This is an optimization exercise on Yosys and OpenROAD, whose aim is small area, not a production implementation. In this exercise RTL edits were held to simulation tests only and were not proved equivalent to the original. The clock port is modelled as an ideal driver, which makes a skipped or thinned clock tree look cheaper than it is; a real chip needs a root buffer or a tree.

==> flow/design.v <==
module i2s_mask (
	input i2s_clk,  
	input i2s_data,     
	input [3:0] addr_x,
	input [3:0] addr_y,
	input rst_n,
	output reg[5:0] row_num,
	output led_clk,
	output led_data,
	output led_lat,
	output led_oe
	);
	reg data_ph;         
	reg [1:0] b;         
	reg [1:0] mlo;       
	reg [3:0] mhi;       
	reg [3:0] c;
	reg [3:0] cw;
	reg [1:0] mwl;       
	reg [3:0] mwh;
	reg [3:0] nx;        
	reg [1:0] ha;        
	reg [3:0] hb;        
	reg led_clk_en;
	assign led_clk = led_clk_en;
	assign led_data = i2s_data;
	assign led_oe = 1'b1;
	assign led_lat = ~data_ph & (mlo == 2'd0) & (b == 2'd1) & ~mhi[3];
	wire blk_end = b[1] & ~b[0];
	wire c_wrap = (c == 4'd15);
	wire cw_wrap = (cw == 4'd15);
	wire row_end = blk_end & c_wrap;
	wire mhi_inc = data_ph & row_end & (mlo == 2'b10);
	wire frame_end = mhi_inc & (mhi == 4'd15);
	wire hdr_end = ~data_ph & blk_end & (mlo == 2'b10);
	wire [3:0] nx_blk = {nx[2:0], nx[3]};
	wire [5:0] row_new = {ha[0], ha[1], hb[2:0], hb[3]};
	wire c_load = ~data_ph | (blk_end & c_wrap);
	wire cw_load = ~data_ph | (blk_end & cw_wrap);
	wire mwh_inc = data_ph & blk_end & cw_wrap & (mwl == 2'b10);
	wire [3:0] c_tog = {4{blk_end}} & {&c[2:0], &c[1:0], c[0], 1'b1};
	wire [3:0] cw_tog = {4{blk_end}} & {&cw[2:0], &cw[1:0], cw[0], 1'b1};
	wire [3:0] mwh_tog = {4{mwh_inc}} & {&mwh[2:0], &mwh[1:0], mwh[0], 1'b1};
	wire [3:0] mhi_tog = {4{mhi_inc}} & {&mhi[2:0], &mhi[1:0], mhi[0], 1'b1};
	wire nx_in = (~data_ph & (mlo == 2'b00)) ? ~i2s_data : nx[3];
	wire mhi_in = (mlo == 2'b01) ? ~i2s_data : mhi[3];
	wire ha_in = (~data_ph & (mlo == 2'b11) & b[1]) ? i2s_data : ha[1];
	wire hb_in = (~data_ph & (mlo == 2'b10)) ? i2s_data : hb[3];
	always @(posedge i2s_clk or negedge rst_n) begin
		if (~rst_n) begin
			data_ph <= 1'b0;
			b <= 2'd0;
			mlo <= 2'd0;
			mhi[2] <= 1'b1;
			led_clk_en <= 1'b0;
			row_num <= 6'd0;
		end else begin
			b <= {b[0], ~b[1]};
			if (hdr_end) data_ph <= 1'b1;
			if (frame_end) data_ph <= 1'b0;
			if (data_ph ? row_end : blk_end) mlo <= {mlo[0], ~mlo[1]};
			mhi[2] <= data_ph ? mhi[2] ^ mhi_tog[2] : mhi[1];
			led_clk_en <= data_ph & cw_wrap & (mwh == 4'd15);
			if (frame_end) row_num <= row_new;
		end
	end
	always @(posedge i2s_clk) begin
		{mhi[3], mhi[1:0]} <= data_ph ? {mhi[3], mhi[1:0]} ^ {mhi_tog[3], mhi_tog[1:0]}
		                              : {mhi[2], mhi[0], mhi_in};
		c <= c_load ? nx_blk : c ^ c_tog;
		cw <= cw_load ? (data_ph ? nx_blk : ~addr_x) : cw ^ cw_tog;
		mwh <= data_ph ? mwh ^ mwh_tog : ~addr_y;
		mwl <= data_ph ? ((blk_end & cw_wrap) ? {mwl[0], ~mwl[1]} : mwl) : 2'b00;
		nx <= {nx[2:0], nx_in};
		ha <= {ha[0], ha_in};
		hb <= {hb[2:0], hb_in};
	end
endmodule
module top(
	input i2s_clk,
	input i2s_data,
	input [3:0] addr_x,
	input [3:0] addr_y,
	input rst_n,
	output [5:0] row_num,
	output led_clk,
	output led_data,
	output led_lat,
	output led_oe
	);
	i2s_mask mask(
		.i2s_data(i2s_data),
		.i2s_clk(i2s_clk),
		.addr_x(addr_x),
		.addr_y(addr_y),
		.rst_n(rst_n),
		.row_num(row_num),
		.led_clk(led_clk),
		.led_data(led_data),
		.led_lat(led_lat),
		.led_oe(led_oe)
		);
endmodule
Settings: LEC_CHECK=0, ABC_AREA=1, CAP_MARGIN=20, CORE_AREA=2 2 59 59, DIE_AREA=0 0 61 61, SLEW_MARGIN=20; clock period 8.0 ns.
standard.sh (not shown) runs the stock make flow with config.mk's settings and CLKGATE_MAP_FILE= SYNTH_SCRIPT=/design/flow/synth_recipe.tcl, a recipe that flattens the netlist after the stock synthesis.
==> flow/flow/run.sh <==
#!/bin/bash
# Standard ORFS layout with these changes:
# - after the standard synthesis, its combinational logic is re-mapped for
#   area with ABC (flow/comb2v.py turns every combinational cell into its
#   liberty function, flow/remap.ys maps them again; registers and tie cells
#   are kept instance for instance);
# - the port buffers use the smallest buffer;
# - the clock tree is a few clock buffers placed at the centres of the
#   registers they drive (flow/cts.tcl) instead of TritonCTS's H-tree;
# - before repair_design every cell is set to its smallest drive strength
#   (flow/downsize.tcl); repair_design then sizes up what needs it.
set -e
export BUFFER_PORTS_ARGS="-buffer_cell sky130_fd_sc_hd__buf_1"
export PRE_CTS_TCL="$PWD/flow/cts.tcl"
export PRE_RESIZE_TCL="$PWD/flow/downsize.tcl"
if [[ "${FLOW_RESTRUCTURE:-1}" == 1 ]]; then
  export POST_FLOORPLAN_TCL="$PWD/flow/restructure.tcl"
fi
export FLOW_CLK_NBUF=${FLOW_CLK_NBUF:-4}
export FLOW_CLK_BUF=${FLOW_CLK_BUF:-sky130_fd_sc_hd__clkbuf_4}

PLATFORM_DIR="$FLOW_HOME/platforms/$FLOW_PLATFORM"
LIB="$PLATFORM_DIR/lib/sky130_fd_sc_hd__tt_025C_1v80.lib"
RESULTS="orfs/results/$FLOW_PLATFORM/top/base"
YOSYS="$FLOW_HOME/../tools/install/yosys/bin/yosys"
DONT_USE=$(sed -n '/DONT_USE_CELLS/,/^$/p' "$PLATFORM_DIR/config.mk" | grep -oE 'sky130_fd_sc_hd__\w+' | sed 's/^/-dont_use /' | tr '\n' ' ')

bash standard.sh synth > standard_synth.log 2>&1
cp "$RESULTS/1_2_yosys.v" synth_netlist.v
python3 flow/comb2v.py "$LIB" synth_netlist.v remap_in.v > comb2v.log 2>&1
sed -e "s|@LIB@|$LIB|g" -e "s|@DONT_USE@|$DONT_USE|" flow/remap.ys.in > remap.ys
"$YOSYS" -l remap_yosys.log -q -s remap.ys > /dev/null 2>&1
cp remap_out.v "$RESULTS/1_2_yosys.v"
touch "$RESULTS/1_2_yosys.v"
bash standard.sh > standard.log 2>&1
==> flow/flow/comb2v.py <==
# Convert a gate-level sky130 netlist: combinational cells -> assign statements
# (from the liberty 'function'), sequential and tie cells kept as instances.
import re, sys
lib_path, net_in, net_out = sys.argv[1:4]
lib = open(lib_path).read()
funcs = {}   # cell -> {outpin: function}
seq = set()
for m in re.finditer(r'\n\s*cell\s*\(\s*"?(\w+)"?\s*\)\s*\{', lib):
    name = m.group(1)
    start = m.end()
    # find the cell body by brace matching
    depth = 1; i = start
    while depth:
        c = lib[i]
        if c == '{': depth += 1
        elif c == '}': depth -= 1
        i += 1
    body = lib[start:i]
    if re.search(r'\n\s*(ff|latch|statetable)\s*\(', body):
        seq.add(name); continue
    fs = {}
    for pm in re.finditer(r'pin\s*\(\s*"?(\w+)"?\s*\)\s*\{', body):
        pstart = pm.end(); d = 1; j = pstart
        while d:
            c = body[j]
            if c == '{': d += 1
            elif c == '}': d -= 1
            j += 1
        pb = body[pstart:j]
        if re.search(r'direction\s*:\s*"?output', pb):
            fm = re.search(r'function\s*:\s*"([^"]+)"', pb)
            if fm: fs[pm.group(1)] = fm.group(1)
    funcs[name] = fs
src = re.sub(r'\(\*.*?\*\)', '', open(net_in).read())
out = []
inst_re = re.compile(r'(sky130_fd_sc_hd__\w+)\s+(\S+)\s*\((.*?)\);', re.S)
pos = 0
for m in inst_re.finditer(src):
    cell, iname, pins = m.group(1), m.group(2), m.group(3)
    conns = dict((k, v.strip()) for k, v in re.findall(r'\.(\w+)\(([^()]*)\)', pins))
    out.append(src[pos:m.start()])
    pos = m.end()
    if cell in seq or cell not in funcs or not funcs[cell] or cell.endswith('conb_1'):
        out.append(m.group(0))
        continue
    for op, f in funcs[cell].items():
        if op not in conns or conns[op] == '': continue
        expr = f.replace('!', '~')
        expr = re.sub(r'\b([A-Z][A-Z0-9_]*)\b', lambda mm: '(' + conns.get(mm.group(1), "1'b0") + ' )', expr)
        out.append(f'assign {conns[op]} = {expr};\n')
out.append(src[pos:])
open(net_out, 'w').write(''.join(out))
==> flow/flow/remap.ys.in <==
# Re-map the combinational logic of the standard synthesis netlist for area
# with ABC (registers and tie cells stay as they are, instance for instance).
read_liberty -lib @LIB@
read_verilog remap_in.v
hierarchy -top top
proc
opt -purge
techmap
opt -purge
abc -liberty @LIB@ @DONT_USE@ -script flow/remap.abc
opt_clean -purge
rename -enumerate -pattern remap_% w:$* c:$*
write_verilog -noattr -noexpr remap_out.v
==> flow/flow/restructure.tcl <==
# Area recovery on the synthesized netlist: OpenROAD's restructure re-maps the
# combinational logic with ABC for area. Registers are not
# touched. Tie cells whose output drives nothing are deleted afterwards.
set rmp_dir $::env(OBJECTS_DIR)/restructure
file mkdir $rmp_dir
log_cmd report_design_area
log_cmd restructure -target area \
  -liberty_file [lindex $::env(LIB_FILES) 0] \
  -tielo_port [join $::env(TIELO_CELL_AND_PORT) /] \
  -tiehi_port [join $::env(TIEHI_CELL_AND_PORT) /] \
  -work_dir $rmp_dir -abc_logfile $rmp_dir/abc.log
log_cmd report_design_area
set tie_cell [lindex $::env(TIEHI_CELL_AND_PORT) 0]
foreach inst [[ord::get_db_block] getInsts] {
  if {[[$inst getMaster] getName] != $tie_cell} { continue }
  set used 0
  foreach iterm [$inst getITerms] {
    if {![$iterm isOutputSignal]} { continue }
    set net [$iterm getNet]
    if {$net == "NULL"} { continue }
    if {[llength [$net getITerms]] > 1 || [llength [$net getBTerms]] > 0} { set used 1 }
  }
  if {!$used} {
    puts "deleting unused tie cell [$inst getName]"
    foreach iterm [$inst getITerms] {
      set net [$iterm getNet]
      if {$net != "NULL" && [$iterm isOutputSignal]} {
        $iterm disconnect
        if {[llength [$net getITerms]] == 0 && [llength [$net getBTerms]] == 0} { odb::dbNet_destroy $net }
      }
    }
    odb::dbInst_destroy $inst
  }
}
log_cmd report_design_area
Other scripts of this flow, unchanged in this note and not shown: flow/flow/cts.tcl, flow/flow/downsize.tcl, flow/flow/remap.abc
The starting point aborted during global routing, error RSZ-0074.
==> next run, changes <==
--- a/flow/flow/run.sh
+++ b/flow/flow/run.sh
@@ -15,3 +15,3 @@
 export PRE_RESIZE_TCL="$PWD/flow/downsize.tcl"
-if [[ "${FLOW_RESTRUCTURE:-1}" == 1 ]]; then
+if [[ "${FLOW_RESTRUCTURE:-0}" == 1 ]]; then
   export POST_FLOORPLAN_TCL="$PWD/flow/restructure.tcl"
What happened:
- The new run finished clean
- synthesized area stays the same
- synthesized cell count does not change
==> next run, changes <==
--- a/flow/flow/run.sh
+++ b/flow/flow/run.sh
@@ -4,4 +4,4 @@
 #   area with ABC (flow/comb2v.py turns every combinational cell into its
-#   liberty function, flow/remap.ys maps them again; registers and tie cells
-#   are kept instance for instance);
+#   liberty function, flow/remap.ys.in maps them again; registers, tie cells
+#   and the buffers that drive ports are kept instance for instance);
 # - the port buffers use the smallest buffer;
@@ -15,5 +15,2 @@
 export PRE_RESIZE_TCL="$PWD/flow/downsize.tcl"
-if [[ "${FLOW_RESTRUCTURE:-0}" == 1 ]]; then
-  export POST_FLOORPLAN_TCL="$PWD/flow/restructure.tcl"
-fi
 export FLOW_CLK_NBUF=${FLOW_CLK_NBUF:-4}
--- a/flow/flow/comb2v.py
+++ b/flow/flow/comb2v.py
@@ -1,3 +1,4 @@
 # Convert a gate-level sky130 netlist: combinational cells -> assign statements
-# (from the liberty 'function'), sequential and tie cells kept as instances.
+# (from the liberty 'function'); sequential cells, tie cells and buffers that
+# drive a port are kept as instances.
 import re, sys
@@ -34,2 +35,6 @@
 src = re.sub(r'\(\*.*?\*\)', '', open(net_in).read())
+ports = set()
+for pm in re.finditer(r'\b(?:input|output)\s+(?:\[[^\]]*\]\s*)?([^;]+);', src):
+    for nm in pm.group(1).split(','):
+        ports.add(nm.strip())
 out = []
@@ -42,3 +47,4 @@
     pos = m.end()
-    if cell in seq or cell not in funcs or not funcs[cell] or cell.endswith('conb_1'):
+    port_buf = re.search(r'__(buf|clkbuf)_\d+$', cell) and re.sub(r'\[\d+\]$', '', conns.get('X', '')) in ports
+    if cell in seq or cell not in funcs or not funcs[cell] or cell.endswith('conb_1') or port_buf:
         out.append(m.group(0))
--- a/flow/flow/remap.ys.in
+++ b/flow/flow/remap.ys.in
@@ -1,3 +1,3 @@
 # Re-map the combinational logic of the standard synthesis netlist for area
-# with ABC (registers and tie cells stay as they are, instance for instance).
+# with ABC (registers, tie cells and port buffers stay as they are).
 read_liberty -lib @LIB@
removed: flow/flow/restructure.tcl
Result: Via count grows by 1.4%; worst setup slack improves by 0.075 ns; final area grows by 1.1%; final cell count grows by 1.4%; maximum frequency grows by 2.0%; global-route usage grows by 0.47 points; critical path depth is unchanged.
In the second and third runs of this note the design's own scripts or RTL, not TritonCTS, make the clock network.

separate check: timing with driven ports:
Ports are ideal in the flow. The routed layouts listed here were re-timed in OpenROAD.
Step 1: set_driving_cell puts a clkbuf_16 on i2s_clk and a buf_2 on each other input, an assumption about the parent block.
Step 2 moves the port delays by t, midway between the first and last clock arrival at a register: inputs arrive t later, outputs are due t later. That takes back most of the time a late clock gives input paths.
Slacks: ideal / step 1 / step 2; pairs: ideal / step 1.
run	t, ns	setup WS [ns]	cell pins on the clock port's net
the second run	0.203	4.113 / 4.113 / 4.113	4
the third run	0.203	4.188 / 4.188 / 4.188	4
After both steps setup and hold are still met in every run listed.
